This design comes from an exercise in tuning for small area, a short achievable clock period and few clock cycles on the open sky130 flow, not from production work.
Where RTL was checked, it was by simulation tests only, not by an equivalence proof against the original.
Power is estimated from default activity; no workload was simulated.

Setup of wip/violet:
// sap1
module sap1(
    input        clk,
    input        clr,
    input        prog_we,
    input  [3:0] prog_addr,
    input  [7:0] prog_data,
    output [7:0] OUT,
    output       out_valid,
    output       halted,
    output [7:0] ACC
    );
For scale: ~470 cells after synthesis, ~170 flip-flops, roughly 33 I/O pins.
==> flow/config.mk <==
export PLATFORM = sky130hd
export DESIGN_NAME = sap1
export DESIGN_NICKNAME = sap1
export VERILOG_FILES = /design/flow/design.v
export SDC_FILE = /design/flow/constraint.sdc
export NUM_CORES = 4
export LEC_CHECK = 0
export CAP_MARGIN = 20
export CORE_MARGIN = 2
export CORE_UTILIZATION = 60
export CTS_BUF_LIST = sky130_fd_sc_hd__clkbuf_8
export CTS_CLUSTER_SIZE = 40
export SETUP_SLACK_MARGIN = 1.7
export SLEW_MARGIN = 20
==> flow/constraint.sdc <==
create_clock -name core_clock -period 4.0 [get_ports {clk}]
set_input_delay 0.8000 -clock core_clock [delete_from_list [all_inputs] [get_ports {clk}]]
set_output_delay 0.8000 -clock core_clock [all_outputs]
set_load 0.01 [all_outputs]
standard.sh (not shown) runs the stock make flow with config.mk's settings and CLKGATE_MAP_FILE= SYNTH_SCRIPT=/design/flow/synth_recipe.tcl, a recipe that flattens the netlist after the stock synthesis.
==> flow/flow/run.sh <==
#!/bin/bash
# Standard layout, with the port buffers made of plain buffers and cell
# sizing free to change a cell's footprint.
set -euo pipefail
bash standard.sh MATCH_CELL_FOOTPRINT=0 \
    "BUFFER_PORTS_ARGS=-buffer_cell sky130_fd_sc_hd__buf_2" \
    finish > standard.log 2>&1
wip/violet finished every step from synthesis to the final layout, and the layout passed the timing, design-rule and antenna checks.
Testbench counts of wip/violet, summed over its fixed seeds: cycles 7,923.
Input-level comparison between wip/xenon and wip/violet:
diff --git a/flow/config.mk b/flow/config.mk
--- a/flow/config.mk
+++ b/flow/config.mk
@@ -13 +13 @@
-export SETUP_SLACK_MARGIN = 1.7
+export SETUP_SLACK_MARGIN = 2.3
Compare wip/xenon and wip/violet | fraction of power consumed by the clock network lower: wip/xenon
Looking at capturing instance or port of the critical path, the a_reg[4]$_SDFFE_PP0P_ result is from wip/xenon; the f_ir[7]$_DFF_P_ one comes from wip/violet.
Total power of wip/xenon is higher than that of wip/violet.
On wip/xenon: number of cells on the worst hold path is 1 higher than what wip/violet gave.
> inputs changed (wip/xenon -> wip/harbor)
diff --git a/flow/config.mk b/flow/config.mk
--- a/flow/config.mk
+++ b/flow/config.mk
@@ -10 +10 @@
-export CORE_UTILIZATION = 60
+export CORE_UTILIZATION = 75
@@ -13 +13 @@
-export SETUP_SLACK_MARGIN = 2.3
+export SETUP_SLACK_MARGIN = 2.0
==> comparison <==
wip/harbor | status: complete | timing, DRC, antenna: pass. Compared with wip/xenon, wip/harbor supports a lower clock frequency. Looking at via count, wip/harbor sits 101 below wip/xenon. Taking wip/xenon as the reference point, the growth of design area from synthesis to finish of wip/harbor falls by 11 points.
> inputs changed (wip/harbor -> wip/willow)
diff --git a/flow/config.mk b/flow/config.mk
--- a/flow/config.mk
+++ b/flow/config.mk
@@ -10 +10 @@
-export CORE_UTILIZATION = 75
+export CORE_UTILIZATION = 60
@@ -13 +13 @@
-export SETUP_SLACK_MARGIN = 2.0
+export SETUP_SLACK_MARGIN = 2.1
Notes after the runs:
Relative to wip/harbor, total wire length increased by 4.3% in wip/willow. Comparing wip/harbor and wip/willow, layout overhead on the synthesized area is lower on wip/harbor. Compared with wip/harbor, in wip/willow horizontal die dimension went up 11%; design area +200 µm². wip/willow against wip/harbor: final hold violation count about even, worst-skew pair later-pin latency about even.


Another version of the RTL of sap1 (not shown whole).
Size in the first run: ~490 cells after synthesis, roughly 33 I/O pins, roughly 0.0079 mm2 of cells after synthesis.
Settings: LEC_CHECK=0, CAP_MARGIN=20, CORE_MARGIN=2, CORE_UTILIZATION=40, SLEW_MARGIN=20; clock period 4.0 ns.
run.sh (not shown) runs the stock make flow with config.mk's settings and CLKGATE_MAP_FILE= SYNTH_SCRIPT=/design/flow/synth_recipe.tcl, a recipe that flattens the netlist after the stock synthesis.
Stock flow here: none of the scripts above is used.
Testbench counts at the start, summed over its fixed seeds: cycles 7,923.
Change:
- ABC_CLOCK_PERIOD_IN_PS: unset -> 1000
What happened:
- The new run finished clean
- die area stays the same
- critical path depth is unchanged
- worst hold slack does not change
- cell area is unchanged
- power stays the same
- clock-buffer cell count stays the same


sap1, a different RTL version from the one above (not shown whole).
For scale: ~160 flip-flops, roughly 33 I/O pins, ~7600 um2 of cells after synthesis.
==> flow/config.mk <==
export PLATFORM = sky130hd
export DESIGN_NAME = sap1
export DESIGN_NICKNAME = sap1
export VERILOG_FILES = /design/flow/design.v
export SDC_FILE = /design/flow/constraint.sdc
export NUM_CORES = 4
export LEC_CHECK = 0
export CAP_MARGIN = 20
export CORE_MARGIN = 2
export CORE_UTILIZATION = 60
export CTS_BUF_LIST = sky130_fd_sc_hd__clkbuf_8
export CTS_CLUSTER_SIZE = 40
export PLACE_DENSITY = 0.7
export SETUP_SLACK_MARGIN = 2.0
export SLEW_MARGIN = 20
==> flow/constraint.sdc <==
create_clock -name core_clock -period 4.0 [get_ports {clk}]
set_input_delay 0.8000 -clock core_clock [delete_from_list [all_inputs] [get_ports {clk}]]
set_output_delay 0.8000 -clock core_clock [all_outputs]
set_load 0.01 [all_outputs]
standard.sh (not shown) runs the stock make flow with config.mk's settings and CLKGATE_MAP_FILE= SYNTH_SCRIPT=/design/flow/synth_recipe.tcl, a recipe that flattens the netlist after the stock synthesis.
==> flow/flow/run.sh <==
#!/bin/bash
# Standard layout, with the port buffers made of plain buffers, cell sizing
# free to change a cell's footprint, and clock tree synthesis without dummy
# loads.
set -euo pipefail
bash standard.sh MATCH_CELL_FOOTPRINT=0 \
    "BUFFER_PORTS_ARGS=-buffer_cell sky130_fd_sc_hd__buf_2" \
    "CTS_ARGS=-sink_clustering_enable -repair_clock_nets -sink_clustering_size 40 -buf_list sky130_fd_sc_hd__clkbuf_8 -dont_use_dummy_load" \
    REMOVE_ABC_BUFFERS=1 \
    finish > standard.log 2>&1
Testbench counts at the start, summed over its fixed seeds: cycles 7,923.
==> next run, changes <==
--- a/flow/flow/run.sh
+++ b/flow/flow/run.sh
@@ -8,3 +8,2 @@
     "CTS_ARGS=-sink_clustering_enable -repair_clock_nets -sink_clustering_size 40 -buf_list sky130_fd_sc_hd__clkbuf_8 -dont_use_dummy_load" \
-    REMOVE_ABC_BUFFERS=1 \
     finish > standard.log 2>&1
PLACE_DENSITY = default   (was 0.7)
What happened: Fmax falls by 1.4%; clock power decreases by 2.4%; global-route usage is about the same; critical path depth rose by 5; first-iteration DRC count is higher by 37%; worst hold slack improved by 0.014 ns; setup slack degrades by 0.028 ns; non-clock buffer count went up by 4; clock-buffer cell count stays the same.
==> next run, changes <==
==> flow/flow/run.sh (replaced) <==
#!/bin/bash
# Standard layout, with the port buffers made of plain buffers and cell
# sizing free to change a cell's footprint.
set -euo pipefail
bash standard.sh MATCH_CELL_FOOTPRINT=0 \
    "BUFFER_PORTS_ARGS=-buffer_cell sky130_fd_sc_hd__buf_2" \
    finish > standard.log 2>&1
SETUP_SLACK_MARGIN = 2.1   (was 2.0)
Effect: Routed wire length is higher by 7.8%; register-to-register slack loses 0.02 ns; worst setup slack degrades by 0.015 ns; clock skew went down by 0.0093 ns; die area is unchanged; final cell count came out higher by 3.3%; non-clock buffer count rose by 7; synthesized cell count is unchanged; fmax goes down by 0.75%.
==> next run, changes <==
SETUP_SLACK_MARGIN = 2.0   (was 2.1)
SYNTH_HIERARCHICAL = 1   (was default)
Hold slack improved by 0.022 ns.
Clock skew climbs by 0.0099 ns.
Cell area shrinks by 3.4%.
Final cell count drops by 0.88%.
First-iteration DRC count increases by 37%.
Sequential share of layout area goes up by 1.7 points.
Clock power decreases by about 10%.
Non-clock buffer count decreases by 17.


Setup of build 87:
Another version of the RTL of sap1 (not shown whole).
For scale: ~480 cells after synthesis, roughly 160 flip-flops, roughly 33 I/O pins.
==> flow/design.v (excerpt) <==
module sap1(
    input        clk,
    input        clr,
    input        prog_we,
    input  [3:0] prog_addr,
    input  [7:0] prog_data,
    output [7:0] OUT,
    output       out_valid,
    output       halted,
    output [7:0] ACC
    );
==> flow/config.mk <==
export PLATFORM = sky130hd
export DESIGN_NAME = sap1
export DESIGN_NICKNAME = sap1
export VERILOG_FILES = /design/flow/design.v
export SDC_FILE = /design/flow/constraint.sdc
export NUM_CORES = 4
export LEC_CHECK = 0
export CAP_MARGIN = 20
export CORE_MARGIN = 2
export CORE_UTILIZATION = 40
export SETUP_SLACK_MARGIN = 1.2
export SLEW_MARGIN = 20
==> flow/constraint.sdc <==
create_clock -name core_clock -period 4.0 [get_ports {clk}]
set_input_delay 0.8000 -clock core_clock [delete_from_list [all_inputs] [get_ports {clk}]]
set_output_delay 0.8000 -clock core_clock [all_outputs]
set_load 0.01 [all_outputs]
run.sh (not shown) runs the stock make flow with config.mk's settings and CLKGATE_MAP_FILE= SYNTH_SCRIPT=/design/flow/synth_recipe.tcl, a recipe that flattens the netlist after the stock synthesis.
Stock flow here: none of the scripts above is used.
Inputs modified between build 87 and build 58:
Settings: SETUP_SLACK_MARGIN changed from 1.2 to 2.0.
==> comparison <==
Summary of build 58 over build 87: final worst setup slack increased by 550 ps relative to the old numbers; non-clock buffer contribution to total cell area increased by 2.0 points relative to the old numbers; final clock period utilization by the worst path decreased by 14 points relative to the old numbers. Per the comparison of build 58 with build 87, met2 layer wire length in the routed design went up by 5.3%, part of the total power dissipated in combinational logic went up by 4.1 points, number of cells produced by synthesis was more or less identical, static leakage went up by about 10%, proportion of cell area occupied by multi-input gates went up by 0.77 points. Build 58 vs. build 87: final instance area went up by about 5%.
The inputs of build 20 differ from those of build 58 as listed below.
Settings: SETUP_SLACK_MARGIN: 2.0 -> 2.6.
## What came out
Between build 58 and build 20, post-route clock period utilization decreased.
Compared with build 58, build 20 shows power per cell area lower by 23 nW/um2.
Compared build 20 vs build 58, and utilization is up in build 20.
Build 58 did not stop at any stage, and its layout met the timing, design-rule and antenna checks.
Build 20: PASS, flow complete, no timing, DRC or antenna violations
The post-route minimum period of build 20 is lower than that of build 58.
No functional check of the RTL was part of any run of this note.


Another version of the RTL of sap1 (not shown whole).
Size in the first run: roughly 420 cells after synthesis, about 160 flip-flops, roughly 33 I/O pins, ~7500 µm² of cells after synthesis.
export LEC_CHECK = 0
export CAP_MARGIN = 20
export CORE_MARGIN = 2
export CORE_UTILIZATION = 60
export CTS_BUF_LIST = sky130_fd_sc_hd__clkbuf_8
export CTS_CLUSTER_SIZE = 40
export SETUP_SLACK_MARGIN = 2.0
export SLEW_MARGIN = 20
create_clock -name core_clock -period 4.0 [get_ports {clk}]
Edit:
- CORE_UTILIZATION: 60 -> 40
- CTS_BUF_LIST: sky130_fd_sc_hd__clkbuf_8 -> unset
- CTS_CLUSTER_SIZE: 40 -> unset
The new run completed without violations.
Clock skew is about the same.
Via count drops by about 2.8%.
Utilization drops by 23 points.
Non-clock buffer count climbs by 5.
First-iteration DRC count drops by 21%.
Maximum frequency climbs by 2.8%.
Function was not checked in any run of this note: the RTL went through the layout flow alone.


== run 1 ==
The RTL this note starts from:
==> flow/design.v <==
module pcounter(
    input            clk,
    input            clr,
    input            cp,
    output reg [3:0] pc
    );
    always @(posedge clk)
        if (clr)
            pc <= 4'd1;
        else
            pc <= pc + 4'd1;
endmodule
module ram(
    input            clk,
    input            we,
    input      [3:0] wa,
    input      [7:0] wd,
    input      [3:0] ia,
    output     [7:0] id,
    input      [3:0] oa,
    output     [7:0] od,
    output     [7:0] d0
    );
    reg [7:0] mem [0:15];
    always @(posedge clk)
        if (we)
            mem[wa] <= wd;
    assign id = mem[ia];
    assign od = mem[oa];
    assign d0 = mem[0];
endmodule
module controller(
    input  [3:0] op,
    output       lda,
    output       add,
    output       sub,
    output       out,
    output       hlt
    );
    assign lda = (op == 4'h0);
    assign add = (op == 4'h1);
    assign sub = (op == 4'h2);
    assign out = (op == 4'he);
    assign hlt = (op == 4'hf);
endmodule
module sap1(
    input        clk,
    input        clr,
    input        prog_we,
    input  [3:0] prog_addr,
    input  [7:0] prog_data,
    output [7:0] OUT,
    output       out_valid,
    output       halted,
    output [7:0] ACC
    );
    reg  [7:0] f_ir;      
    reg        e_valid;   
    reg        e_lda, e_add, e_sub, e_out, e_hlt;
    reg  [7:0] opnd;      
    reg  [7:0] a_reg;
    reg        hlt_r;
    reg        ov_r;
    wire [3:0] pc;
    wire [7:0] inst_data;
    wire [7:0] opnd_data;
    wire [7:0] mem0;
    wire       lda, add, sub, out, hlt;
    ram ram (
        .clk(clk),
        .we(prog_we),
        .wa(prog_addr),
        .wd(prog_data),
        .ia(pc),
        .id(inst_data),
        .oa(f_ir[3:0]),
        .od(opnd_data),
        .d0(mem0)
    );
    controller controller (
        .op(f_ir[7:4]),
        .lda(lda),
        .add(add),
        .sub(sub),
        .out(out),
        .hlt(hlt)
    );
    wire run = !hlt_r;
    pcounter program_counter (
        .clk(clk),
        .clr(load0),
        .cp(run),
        .pc(pc)
    );
    reg stale0;
    always @(posedge clk)
        stale0 <= clr && prog_we && (prog_addr == 4'd0);
    wire load0 = clr || stale0;
    always @(posedge clk)
        if (load0)
            f_ir <= mem0;
        else
            f_ir <= inst_data;
    always @(posedge clk)
        e_valid <= !load0;
    always @(posedge clk)
        begin
            e_lda <= lda;
            e_add <= add;
            e_sub <= sub;
            e_out <= out;
            e_hlt <= hlt;
            opnd  <= sub ? ~opnd_data : opnd_data;
        end
    wire [7:0] a_sum = e_lda ? opnd : a_reg + opnd + {7'd0, e_sub};
    always @(posedge clk)
        if (clr)
            a_reg <= 8'd0;
        else if (run && e_valid && (e_lda || e_add || e_sub))
            a_reg <= a_sum;
    wire e_outv = e_valid && e_out;
    wire hlt_next = (e_valid && e_hlt) || (hlt && !e_outv && !stale0);
    always @(posedge clk)
        if (clr)
            hlt_r <= 1'b0;
        else if (run && hlt_next)
            hlt_r <= 1'b1;
    always @(posedge clk)
        if (clr)
            ov_r <= 1'b0;
        else
            ov_r <= run && e_outv;
    assign OUT = a_reg;
    assign ACC = a_reg;
    assign out_valid = ov_r;
    assign halted = hlt_r;
endmodule
clock: 4.0 ns
lec_check: 0
cap_margin: 20
core_margin: 2
core_utilization: 60
cts_buf_list: sky130_fd_sc_hd__clkbuf_8
cts_cluster_size: 40
setup_slack_margin: 2.4
slew_margin: 20
Testbench counts of run 1, summed over its fixed seeds: cycles 7,923.
--- input diff run 1..run 2 ---
Settings: changing SETUP_SLACK_MARGIN from 2.4 to 1.9.
==> flow/flow/run.sh (new file) <==
#!/bin/bash
# Standard layout, with the port buffers made of plain buffers and cell
# sizing free to change a cell's footprint.
set -euo pipefail
bash standard.sh MATCH_CELL_FOOTPRINT=0 \
    "BUFFER_PORTS_ARGS=-buffer_cell sky130_fd_sc_hd__buf_2" \
    finish > standard.log 2>&1
==> flow/standard.sh (new file) <==
#!/bin/bash
# synth_recipe.tcl (not shown) runs the flow's synth.tcl, then flattens the netlist and writes it again
# the make line also repeats each setting of config.mk as NAME=value (left out here)
make -C /OpenROAD-flow-scripts/flow DESIGN_CONFIG=/design/flow/config.mk WORK_HOME=/design/flow/orfs CLKGATE_MAP_FILE= SYNTH_SCRIPT=/design/flow/synth_recipe.tcl "${@:-finish}"
removed: flow/run.sh
[summary]
- Run 2 finished end to end and its layout was clean on timing, DRC and antenna.
- Global-route usage came out lower on run 2 than on run 1.
- In the metrics for run 1 and run 2, the one carrying the lower final design area excluding fillers is run 2.
- Summary of run 2 over run 1: shortest period the worst path allows went up by 17 ps, global-route track usage on met2 went down 5.8 points.
Relative to run 2, the following input files were edited for run 3:
Settings: SETUP_SLACK_MARGIN now 2.0, was 1.9.
The internal power contribution was comparable across run 2 and run 3.
On first-pass GRT wire length: run 3 sits above run 2.
Signed area change from the synthesized netlist to the final layout, run 2 and run 3, higher one = run 3.
Going from run 2 to run 3, final area grows by 0.50%.
Diff run 2 and run 3: core utilization higher in run 3
The following lists how run 4 was set up differently from run 3:
==> flow/run.sh (new file) <==
#!/bin/bash
# synth_recipe.tcl (not shown) runs the flow's synth.tcl, then flattens the netlist and writes it again
# the make line also repeats each setting of config.mk as NAME=value (left out here)
make -C /OpenROAD-flow-scripts/flow DESIGN_CONFIG=/design/flow/config.mk WORK_HOME=/design/flow/orfs CLKGATE_MAP_FILE= SYNTH_SCRIPT=/design/flow/synth_recipe.tcl finish
removed: flow/flow/run.sh
removed: flow/standard.sh
--- outcome ---
- On run 4: proportion of cell area occupied by registers is 2.4 points lower than what run 3 gave.
- From run 3 to run 4 the numbers moved as follows: highest ir drop seen on vdd has decreased, synthesized area has remained practically unchanged, core utilization has increased, overall die area has remained practically unchanged, layout buffer count excluding clock buffers has increased.
- Compared with run 3, run 4 degrades placed wire-length estimate.
- When the final numbers for run 3 and run 4 were put side by side, the final worst-path setup slack turned out to be greater in run 3.
- Summary of run 4 over run 3: number of cells traversed by the worst hold path down 1, first-pass iteration count of the detailed router up 1, cell internal power dissipation up 0.15 mW.

[port drivers added, routing unchanged]
In the flow no input, the clock included, has a driving cell. The finished layouts below were timed again as built, in two steps.
Step 1, drivers: a clkbuf_16 drives clk and a buf_2 each remaining input, both assumed.
Step 2, shift: input delay + t, output delay - t, t = (earliest + latest rising clock arrival at the registers) / 2. This alone moves slack from input paths to output paths.
Slacks: ideal / step 1 / step 2; pairs: ideal / step 1.
| run | t (ns) | setup slack, ns | latest minus earliest clock arrival (ns) | worst slew at a driven data input, ns |
|---|---|---|---|---|
| wip/violet | 0.491 | 1.835 / 1.835 / 1.453 | 0.009 / 0.009 | 0.03 |
| wip/xenon | 0.486 | 2.047 / 2.047 / 1.766 | 0.009 / 0.008 | 0.03 |
| wip/harbor | 0.476 | 1.913 / 1.928 / 1.452 | 0.016 / 0.016 | 0.05 |
| wip/willow | 0.489 | 2.047 / 2.047 / 1.646 | 0.012 / 0.012 | 0.04 |
| the first run of note 2 | 0.472 | 1.224 / 1.244 / 0.772 | 0.008 / 0.007 | 0.04 |
| the second run of note 2 | 0.472 | 1.224 / 1.244 / 0.772 | 0.008 / 0.007 | 0.04 |
| the first run of note 3 | 0.495 | 2.038 / 2.054 / 1.561 | 0.021 / 0.021 | 0.04 |
| the second run of note 3 | 0.472 | 2.010 / 2.010 / 1.615 | 0.017 / 0.017 | 0.04 |
| the third run of note 3 | 0.485 | 1.995 / 1.995 / 1.707 | 0.009 / 0.009 | 0.03 |
| the fourth run of note 3 | 0.486 | 1.949 / 1.964 / 1.477 | 0.018 / 0.017 | 0.06 |
| build 87 | 0.457 | 1.364 / 1.382 / 0.925 | 0.010 / 0.010 | 0.03 |
| build 58 | 0.469 | 1.910 / 1.910 / 1.577 | 0.014 / 0.014 | 0.04 |
| build 20 | 0.465 | 1.954 / 1.954 / 1.580 | 0.007 / 0.007 | 0.06 |
| the first run of note 5 | 0.487 | 1.769 / 1.768 / 1.281 | 0.010 / 0.010 | 0.05 |
| the second run of note 5 | 0.461 | 1.829 / 1.833 / 1.376 | 0.010 / 0.010 | 0.04 |
| run 1 | 0.492 | 1.995 / 1.990 / 1.775 | 0.013 / 0.013 | 0.05 |
| run 2 | 0.487 | 1.978 / 1.978 / 1.540 | 0.008 / 0.008 | 0.03 |
| run 3 | 0.488 | 2.017 / 2.017 / 1.547 | 0.008 / 0.007 | 0.03 |
| run 4 | 0.485 | 1.871 / 1.883 / 1.397 | 0.009 / 0.009 | 0.04 |
After both steps every run listed still meets setup and hold. For the first run of note 5, which loses most, drivers alone change the setup slack by -0.001 ns; drivers and shift together by -0.488 ns.
